Source: an optimization exercise on an open RTL-to-GDS flow (aim: small area and a short achievable clock period). Production flows keep margins and buffers that such runs may drop.
No functional check of the RTL was part of any run shown here.
No activity file was given, so power comes from the tool's default toggle rates.

==> flow/design.v (outline; a module is shown in full before it is edited, if it fits) <==
// module fa: 4 lines
// module ha: 4 lines
// module top_fp_mul_N32_M23_E8: 1289 lines
module top_fp_mul_N32_M23_E8(input  wire clk,
                             input  wire [31:0] a1,
                             input  wire [31:0] b1,
                             output wire [31:0] y);
  // ...
==> flow/flow/run.sh <==
#!/bin/bash
bash standard.sh MATCH_CELL_FOOTPRINT=0 "BUFFER_PORTS_ARGS=-buffer_cell sky130_fd_sc_hd__buf_2" finish > standard.log 2>&1
==> flow/standard.sh <==
#!/bin/bash
# synth_recipe.tcl (not shown) runs the flow's synth.tcl, then flattens the netlist and writes it again
# the make line also repeats each setting of config.mk as NAME=value (left out here)
make -C /OpenROAD-flow-scripts/flow DESIGN_CONFIG=/design/flow/config.mk WORK_HOME=/design/flow/orfs CLKGATE_MAP_FILE= SYNTH_SCRIPT=/design/flow/synth_recipe.tcl "${@:-finish}"
==> flow/config.mk <==
export PLATFORM = sky130hd
export DESIGN_NAME = top_fp_mul_N32_M23_E8
export DESIGN_NICKNAME = top_fp_mul_N32_M23_E8
export VERILOG_FILES = /design/flow/design.v
export SDC_FILE = /design/flow/constraint.sdc
export NUM_CORES = 4
export LEC_CHECK = 0
export ABC_AREA = 1
export CAP_MARGIN = 20
export CORE_MARGIN = 2
export CORE_UTILIZATION = 40
export SETUP_SLACK_MARGIN = 3.75
export SLEW_MARGIN = 70
export SYNTH_HIERARCHICAL = 1
==> flow/constraint.sdc <==
create_clock -name core_clock -period 8.5 [get_ports {clk}]
set_input_delay 1.7000 -clock core_clock [delete_from_list [all_inputs] [get_ports {clk}]]
set_output_delay 1.7000 -clock core_clock [all_outputs]
set_load 0.01 [all_outputs]
==> run summary, run 1 <==
- Summed over all nets, the half-perimeter wirelength after detailed placement is 36700 µm.
- In this run, power in the clock network comes to 0.764 mW.
- Met1 global-route usage: 32.3%
- IR analysis of the VDD net gives a maximum drop of 0.370 mV.
- Cells after DPL: 2361
* Initial DRC Count: 1106
- Average cell area after synthesis: 9.22 µm²
* Net Sw Power: 3.88 mW
- The worst register-to-register path begins at ra[5].
- Of the total standard cell area in the layout, the multi-input combinational portion is 70.5%.
- Non-clock buffer count: 147
- Kind of cell with the highest combined delay on the critical path: adder cells
* Number of vias after detailed routing: 13600
- Run status: finished clean
- Fraction of the mapped netlist area in compound gates: 12.9%
- Of the total synthesized cell area, the portion taken by AND, OR, NAND and NOR gates is 9.46%.
- Final hold analysis gives a worst-case slack of 0.323 ns.
- Fraction of synthesized cell area in xor and xnor cells: 16.7%
* Final Cycle Share: 55.4%
* Most common cell after layout, fill and taps aside: xor2_1
- End of the critical path: y[1]
* Layer with the highest usage after global routing: met2
* Cell type with the largest total area after synthesis: fa_1
- Sorting the synthesized cells by area gives the leading types as fa_1 (32%), xor2_1 (16%), dfxtp_1 (16%), o22ai_1 (9.9%), ha_1 (5.9%).
- Of the total standard cell area in the layout, the sequential portion is 14.2%.
* Total leakage power: 8.31 nW
==> run 2, diff against run 1 <==
--- a/flow/design.v
+++ b/flow/design.v
@@ -1233,18 +1233,18 @@
   fa u575 (.a(nneg[10]), .b(ra[20]), .ci(ra[21]), .s(s574), .co(c575));
   fa u577 (.a(pp11[23]), .b(s574), .ci(c571), .s(s576), .co(c577));
   fa u579 (.a(n11), .b(c575), .ci(pp11[24]), .s(s578), .co(c579));
   wire [20:0] lx = {c191, s188, c155, c139, c123, c109, c95, s92, c71, c61, c51, s48, c35, s32, s26, s20, s16, c13, pp1[0], pp0[1], neg[0]};
   wire [20:0] ly = {s210, s190, s172, s154, s138, s122, s108, s94, s82, s70, s60, s50, s42, s34, s28, s22, s18, s14, s12, 1'b0, pp0[0]};
   wire [21:0] lsum = {1'b0, lx} + {1'b0, ly};
   wire [1:0] mx = {c231, c211};
   wire [1:0] my = {s250, s230};
-  wire [24:0] hx = {c579, c577, c573, c569, c563, c557, c549, c541, c531, c521, c509, c497, c483, c469, c453, c437, c419, c401, c381, c361, c339, c317, c295, c273, s272};
-  wire [23:0] hy = {n11, s578, s576, s572, s568, s562, s556, s548, s540, s530, s520, s508, s496, s482, s468, s452, s436, s418, s400, s380, s360, s338, s316, s294};
+  wire [24:0] hx = {(c579 ^ n11), (c577 ^ s578), (c573 ^ s576), (c569 ^ s572), (c563 ^ s568), (c557 ^ s562), (c549 ^ s556), (c541 ^ s548), (c531 ^ s540), (c521 ^ s530), (c509 ^ s520), (c497 ^ s508), (c483 ^ s496), (c469 ^ s482), (c453 ^ s468), (c437 ^ s452), (c419 ^ s436), (c401 ^ s418), (c381 ^ s400), (c361 ^ s380), (c339 ^ s360), (c317 ^ s338), c295, c273, s272};
+  wire [23:0] hy = {(c579 & n11), (c577 & s578), (c573 & s576), (c569 & s572), (c563 & s568), (c557 & s562), (c549 & s556), (c541 & s548), (c531 & s540), (c521 & s530), (c509 & s520), (c497 & s508), (c483 & s496), (c469 & s482), (c453 & s468), (c437 & s452), (c419 & s436), (c401 & s418), (c381 & s400), (c361 & s380), (c339 & s360), (c317 & s338), s316, s294};
   reg  [24:0] rx;           
   reg  [23:0] ry;
   reg  [1:0] rmx, rmy;     
   reg         rcj, rS2, rs2;
   reg  [7:0]  re2;
   always @(posedge clk) begin
     rx   <= hx;
     ry   <= hy;
@@ -1260,18 +1260,27 @@
   wire q_c23 = msum[1+1];
   wire r1 = q_p22 | rS2;
   wire r0 = q_p22 & rS2;
   wire q_p0 = rx[0] ^ q_c23;
   wire q_g0 = rx[0] & q_c23;
   wire ci_n  = q_g0;                  
   wire ci_r0 = q_g0 | (q_p0 & r0);
   wire ci_r1 = q_g0 | (q_p0 & r1);
-  wire [24:1] p = rx[24:1] ^ ry[23:0];
-  wire [24:1] g = rx[24:1] & ry[23:0];
+  wire [24:1] p, g;
+  genvar b;
+  generate for (b = 1; b <= 24; b = b + 1) begin : g_pg
+    if (b > 2) begin : g_reg
+      assign p[b] = rx[b];
+      assign g[b] = ry[b-1];
+    end else begin : g_add
+      assign p[b] = rx[b] ^ ry[b-1];
+      assign g[b] = rx[b] & ry[b-1];
+    end
+  end endgenerate
   wire [23:0] gl [0:5];
   wire [23:0] pl [0:5];
   assign gl[0] = g[24:1];
   assign pl[0] = p[24:1];
   genvar l, i;
   generate for (l = 0; l < 5; l = l + 1) begin : g_lvl
     for (i = 0; i < 24; i = i + 1) begin : g_bit
       if ((i >> l) & 1) begin : g_comb
==> run summary, run 2 <==
- Run status: finished clean
- Global routing consumed, on the met2 layer, 35.9% of the routing resources.
* Largest clock skew in the final design: 0.0236 ns
- Number of vias after detailed routing: 13800 (+1.1%)
- The net switching power came to 3.62 mW (-6.8%).
* Number of fill cells: 4007
- The area growth from synthesis to layout is 10.6%.
- After layout, the minimum clock period comes to 4.75 ns.
- Synthesis produced a netlist with a net count of 2268.
* Number of iterations in the first detailed-routing pass: 5
* Final core occ: 44.7%
- Most used standard cell by instance count after synthesis: xor2_1
- Deepest level of the CTS H-tree: 4
- The number of global-route vias before repair is 14300.
- Net switching is 48.4% of the power.
* Area of the core: 41800 µm²
- The first global-routing pass estimated 80100 µm of wire.
- Most common cell after layout, fill and taps aside: xor2_1
- Antenna violations before repair: 1
- Critical-path maximum fanout: 5
* Number of enable-type register cells in the synthesized netlist: 0
* Delay of the slowest cell on the worst path: 0.44 ns
- The register with the most flip-flops in the layout has 25 of them.
- Dividing total power by cell area gives a power density of 400 nW/µm².
- The detail route stage leaves a number of antenna-violating nets equal to 0.
* Number of pins with negative max-slew slack in the final report: 0
* CTS clk-pin slew, worst paths: 0.06 ns
* Post-synth design cell area: 16900 µm²
- Gr usage total: 23.5%
- In this run the tool buffered the top-level ports with 96 buffer cells.
- Max frequency: 211 MHz
* Startpoint class of the critical path: register
* Top cells by area in the synthesized netlist: fa_1 (32%), xor2_1 (16%), dfxtp_1 (16%), o22ai_1 (9.8%), ha_1 (5.9%)
* Total Die Area: 43800 µm²
- CP Cell Sequence: ha_1 -> a21oi_2 -> fa_1 -> inv_2 -> nand2_2 -> fa_2 -> clkinv_4 -> nand3_2 -> nand3_2 -> buf_4 -> a21oi_1 -> xor2_1 -> nand2_1 -> nand2_1 -> buf_2
* Setup slack at placement: 3.76 ns
- The tool flagged a number of max-cap violations equal to 0.
- Number of warning messages in the yosys log: 7
* Share of layout cells above drive strength 1: 13.1%
* Most flop-heavy register: rx
- The largest registers in the layout are rx (25), ra (23), ry (23).
- In this run the clock root is driven by a clkbuf_16.
- Critical Setup Path Class: reg2out
- The design draws 7.48 mW.
* Setup repair after global routing missed its margin: true
* # clock sinks: 131
- Hold bufs inserted after CTS: 0
- Summed over all instances, the cell type with the most area after synthesis is fa_1.
- Chip Width: 209 µm
* Total leakage power: 8.29 nW (-0.22%)
- Worst max-slew margin expressed relative to the limit: 69.3%
- Among all stages on the critical path, the largest delay is contributed by fa_1.
* Final Hold Violating Endpoints: 0
* Met3 usage in global routing: 5.24%
* Transition time of the tightest slew-check pin: 0.459 ns
* Final Cycle Share: 55.8% (+0.45 points)
* Non-Filler Cell Area, Final: 18700 µm²
* Cell area reported after detailed placement: 17800 µm²
- Average cell area after synthesis: 9.10 µm² (-1.3%)
- After detailed routing, the total wire length is 51400 µm.
- At the end of routability-driven placement, the weighted congestion stood at 0.923.
- Later-pin clock latency in the skew report: 0.44 ns
- Layer with the highest usage after global routing: met2
- Commonest cells in the netlist: xor2_1 (310), fa_1 (269), o22ai_1 (263)
- Register area share after synthesis: 15.5%
- Register bit count reported by yosys: 131
- Entering global routing, the biggest net connects 32 pins.
* Post-synth cell types: 42
- Setup violations remaining at the end of the flow were counted as 0.
- 97 I/O pins were placed.
- The internal portion of the total power is 3.86 mW.
- The cell count after synthesis came out at 1855.
* Total clock buffers created by CTS: 17
- Via-per-instance ratio: 5.67
- Setup TNS after final layout: 0 ns
- For this configuration, the core starts out at a cell density of 40.4%.
- For this run, the leading register cell type out of synthesis is dfxtp_1.
* Data required time of the worst path: 6.80 ns
- CTS tree: built
- In the final design database the tool counted 2290 nets.
- Grt ovf: 0
- Type of the most critical hold path: reg2reg
* Initial DRC Count: 1202 (+8.7%)
- The met1 layer usage reported by global route was 32.4% (+0.089 points).
- Post-synthesis async set-or-reset flop share: 0%
- The clock passes through at most 2 buffers.
- Remaining design rule violation count: 0
- Setup slack closes at 3.75 ns.
* Post-DP HPWL: 36900 µm (+0.55%)
* Sequential power share: 13.7%
* Worst IR drop on VDD: 0.182 mV (-51%)
- STA puts the critical path data arrival time at 3.05 ns.
* Vertical die dimension: 209 µm
- The worst setup path is captured at an output pin.
- Row generation in the floorplan step produced 75 rows.
- Per report_power, the clock group accounts for 10.9% of the total.
- The share of synthesized area in the top cell type comes to 31.9%.
* Post-detailed-route wirelength per cell: 21.1 µm
- Highest-count cells in the layout ignoring fill and taps: xor2_1 (307), fa_1 (268), o22ai_1 (263), nand2_1 (227), inv_1 (141)
- Logic gate share of total power: 75.4%
[run 2: cell count changes in the layout (fill, tap and decap cells not counted), sizes merged, moves of 2 or more]
cell,before,now
nor2,51,66
nand3,49,55
nor3,5,11
buf,147,142
o22ai,266,263
a21oi,55,57
bufinv,3,5
nand2,241,243
nand4,14,16
o21ai,15,13
xor2,312,310
[run 2: power by group through the flow]
stage / Clock [mW] / Combinational (mW) / Sequential [mW]
finish: 0.812 / 5.64 / 1.03
global route: 0.851 / 6.52 / 1.05
CTS: 0.826 / 5.61 / 1.03
detailed placement: 0 / 5.50 / 1.04
global placement: 0 / 5.29 / 1.03
floorplan: 0 / 3.93 / 0.982
[run 2: logic make-up (layout without fill, tap and decap cells)]
| logic type | after synthesis | after routing | share of synthesized area [%] |
|---|---|---|---|
| XOR/XNOR | 320 | 320 | 16.6 |
| buffers and inverters | 305 | 339 | 6.98 |
| flip-flops | 131 | 131 | 15.5 |
| multiplexers | 4 | 4 | 0.267 |
| adder cells (fa/ha/maj) | 348 | 348 | 37.8 |
| AO/OA/AOI/OAI | 349 | 349 | 12.6 |
| other | 0 | 1 | 0 |
| AND/OR/NAND/NOR | 398 | 398 | 10.2 |
[run 2: layout make-up]
| type | instances | area (µm²) | share of cell area [%] |
|---|---|---|---|
| Inverter | 166 | 672 | 3.60 |
| Tap cell | 539 | 674 | 3.61 |
| Sequential cell | 131 | 2630 | 14.1 |
| Clock inverter | 12 | 204 | 1.09 |
| Antenna cell | 1 | 2.50 | 0.0134 |
| Multi-Input combinational cell | 1419 | 13200 | 70.6 |
| Timing Repair Buffer | 142 | 870 | 4.66 |
| Clock buffer | 19 | 443 | 2.37 |
[run 2: worst max-delay path, delay by kind of cell, from the launching register on]
kind | cells | cell delay (ns)
adder cells (fa/ha/maj) | 3 | 1.13
XOR/XNOR | 1 | 0.15
buffers and inverters | 4 | 0.42
flip-flops | 1 | 0.30
AND/OR/NAND/NOR | 5 | 0.39
AO/OA/AOI/OAI | 2 | 0.21
[run 2: path summary, 6_finish.rpt]
path	from	to	slack, ns	cells past startpoint
worst min register to register	re[6]	re2[6]	0.32	0
worst max-delay path	rmy[0]	y[13]	3.75	15
worst max register to register	negr[10]	rcj	3.80	13
worst min-delay path	re[6]	re2[6]	0.32	0
[run 2: metrics by stage]
stage / hold WS (ns) / std cells
finish: 0.325 / 2429
global route: 0.334 / 2428
CTS: 0.328 / 2421
detailed placement: 0.313 / 2388
global placement: 0.311 / 2388
floorplan: 0.310 / 1855
[run 2: Yosys stat by module, one instance, submodules excluded]
module | cell area, µm² | times used | cells | flops+latches
top_fp_mul_N32_M23_E8 | 11300 | 1 | 1571 | 131
fa | 20.0 | 264 | 1 | 0
ha | 12.5 | 20 | 1 | 0
[run 2: timing repair]
action                     4_1_cts  5_1_grt
setup buffers                    2        7
hold endpoints to repair         0        0
resized for setup                8       19
setup endpoints to repair       22       22
pin swaps                        1       12
[run 2: routing by layer]
| metal | share of wire (%) | vias to the layer above |
|---|---|---|
| met2 | 44 | 772 |
| li1 | - | 6150 |
| met4 | 3.6 | 0 |
| met1 | 43 | 6733 |
| met5 | 0 | - |
| met3 | 9.2 | 117 |

[static timing again, ports no longer ideal]
How much do the figures lean on ideal ports? The routed layouts below were timed once more, with nothing changed but the port constraints.
Step 1: set_driving_cell puts a clkbuf_16 on clk and a buf_2 on each other input, an assumption about the parent block.
Step 2, shift: input delay + t, output delay - t, t = (earliest + latest rising clock arrival at the registers) / 2. This alone moves slack from input paths to output paths.
a / b / c = ideal / step 1 / step 2; a / b = the first two.
| run | t, ns | setup slack, ns | worst register clock-pin slew, ns |
|---|---|---|---|
| run 1 | 0.482 | 3.793 / 3.740 / 3.922 | 0.07 / 0.07 |
| run 2 | 0.480 | 3.755 / 3.702 / 3.803 | 0.07 / 0.07 |
After both steps every run listed still meets setup and hold.
